What follows belongs to an exercise in optimizing a design on an open flow for small area, a short achievable clock period and few clock cycles per item; a production flow would make more cautious choices. The RTL was checked by simulation tests, not by an equivalence proof against the original design.

==> v18 <==
==> flow/design.v (excerpt) <==
module floating_carpma #(
	parameter N_BIT 		= 64,
	parameter EXPONENT 		= 11,
	parameter FRACTION      = 52,
	parameter DURUM_UST_BIT = 105,
	parameter BIAS 			= 1023,
	parameter CS1W          = 530,   
	parameter CS2W          = 207
	)
    (
	input 		clk,
	input 		rst,
	input 		start,
	input 		[N_BIT-1:0] carpan,
	input 		[N_BIT-1:0] carpilan,
	output 		[N_BIT-1:0] sonuc,
	output 		ready,
	output 		done
    );
export LEC_CHECK = 0
export CAP_MARGIN = 20
export CORE_MARGIN = 2
export CORE_UTILIZATION = 45
export CTS_BUF_LIST = sky130_fd_sc_hd__clkbuf_8 sky130_fd_sc_hd__clkbuf_4
export SETUP_SLACK_MARGIN = 3.0
export SLEW_MARGIN = 20
export SYNTH_HIERARCHICAL = 1
export SYNTH_MINIMUM_KEEP_SIZE = 0
create_clock -name core_clock -period 6.0 [get_ports {clk}]
run.sh (not shown) runs the stock make flow with config.mk's settings and CLKGATE_MAP_FILE= SYNTH_SCRIPT=/design/flow/synth_recipe.tcl, a recipe that flattens the netlist after the stock synthesis.
==> v10: changes against v18 <==
Settings changed: SETUP_SLACK_MARGIN 3.0 to 2.7.
==> impl_metrics.env <==
export IMPL_powerSeq_mw=13.1
export IMPL_num_multi_input_gates=5254
export IMPL_final_core_utilization=0.485
export IMPL_status="no timing/DRC/antenna violations"
export IMPL_p_per_area_nw_per_um2=565
export IMPL_cts_setup_buffers=158
export IMPL_min_to="inf3_r"
export IMPL_required_ns=6.86
export IMPL_wirelength_met1_um=114000
-- figures above: v18

==> impl_metrics.env <==
export IMPL_p_per_area_nw_per_um2=574
export IMPL_num_multi_input_gates=5253
export IMPL_powerSeq_mw=13.5
export IMPL_cts_setup_buffers=25
export IMPL_required_ns=6.84
export IMPL_status="no timing/DRC/antenna violations"
export IMPL_wirelength_met1_um=114000
export IMPL_min_to="cs2_r[206]"
export IMPL_final_core_utilization=0.470
-- figures above: v10

Testbench counts of v18, summed over its fixed seeds: cycles 3,232, ops 3,200.
Testbench counts of v10, summed over its fixed seeds: cycles 3,232, ops 3,200.

========
==> inputs of run K <==
floating_carpma again, from the RTL that the note above started with.
Settings: LEC_CHECK=0, CAP_MARGIN=20, CORE_MARGIN=2, CORE_UTILIZATION=45, CTS_BUF_LIST=sky130_fd_sc_hd__clkbuf_4 sky130_fd_sc_hd__clkbuf_2, SETUP_SLACK_MARGIN=3.0, SLEW_MARGIN=20, SYNTH_HIERARCHICAL=1, SYNTH_MINIMUM_KEEP_SIZE=0; clock period 6.0 ns.
==> run F: changes against run K <==
--- a/flow/config.mk
+++ b/flow/config.mk
@@ -8,7 +8,8 @@
 export CAP_MARGIN = 20
 export CORE_MARGIN = 2
 export CORE_UTILIZATION = 45
-export CTS_BUF_LIST = sky130_fd_sc_hd__clkbuf_4 sky130_fd_sc_hd__clkbuf_2
+export CTS_BUF_LIST = sky130_fd_sc_hd__clkbuf_8 sky130_fd_sc_hd__clkbuf_4
+export PLACE_DENSITY = 0.75
 export SETUP_SLACK_MARGIN = 3.0
 export SLEW_MARGIN = 20
 export SYNTH_HIERARCHICAL = 1
==> run notes <==
- Status: no timing/DRC/antenna violations
- Signal buf overhead: roughly 7.1%
- Antenna cells: 24
- Vias per cell: 6.482
- Non-Filler Instances: 10,120
- Most frequent cells in the layout: o22ai_1, fa_1, xnor2_1, dfxtp_1, clkbuf_4
- GRT Util Overall: 33.29%
- Highest-delay cell along the critical path: dfxtp_4
- Post-Route M1 WL: 117,000 µm
- Hold WC Path Type: primary input to flop
the above is filed under run K

==> run notes <==
- Core Area: approximately 0.19 mm²
- Global-route wire length before repair: roughly 470,000 µm
- Worst path depth: 7
- CTS sink cnt: approximately 1,100
- Worst-path cell chain: buf_4 -> buf_12 -> xnor2_1 -> o22ai_1 -> fa_1 -> fa_1 -> fa_1
- Vias per cell: 6.629
- Die Wd: 444.6 µm
- Antenna cells: 14
- Worst Hold Margin: 0.3237 ns
- Most frequent cells in the layout: o22ai_1, fa_1, xnor2_1, dfxtp_1, a21o_1
- Non-Filler Instances: 9,975
- Post-Route M1 WL: 108,200 µm
- Design area: 0.09379 mm²
- Signal buf overhead: 7.113%
- Status: no timing/DRC/antenna violations
- Antenna-violating nets left: 0
- Drt total wl: 342,300 µm
- Iteration-0 DRC count of the detailed router: 10,780
- GRT Util Overall: 33.57%
the above is filed under run F

Testbench counts of run K, summed over its fixed seeds: cycles 3,232, ops 3,200.
Testbench counts of run F, summed over its fixed seeds: cycles 3,232, ops 3,200.

## afterwards: timing with drivers on the ports
The results above use ideal ports. As a check the final layouts listed here were re-extracted and re-timed, cells and wires unchanged. Step 1 sets driving cells, clkbuf_16 on the clock port and buf_2 on the other inputs (assumed; they add their load-dependent delay and slew). Step 2 also shifts input and output timing later by t, the mid clock arrival at the registers, as if the neighbouring blocks saw the same clock. a / b / c = no drivers / after step 1 / after step 2; a / b = the first two.
run | t (ns) | slack for setup (ns) | hold WS [ns] | worst setup path after step 2 | worst slew at a driven data input, ns
v18 | 1.107 | 2.902 / 2.902 / 2.286 | 0.300 / 0.300 / 0.300 | input to register | 0.18
v10 | 1.075 | 2.700 / 2.700 / 2.177 | 0.318 / 0.318 / 0.318 | input to register | 0.20
run K | 1.519 | 2.895 / 2.856 / 2.280 | 0.215 / 0.145 / 0.305 | input to register | 0.18
run F | 1.101 | 2.872 / 2.872 / 2.298 | 0.324 / 0.324 / 0.324 | input to register | 0.05
After both steps setup and hold are still met in every run listed. For v18, which loses most, drivers alone change the setup slack by 0.000 ns; drivers and shift together by -0.616 ns.
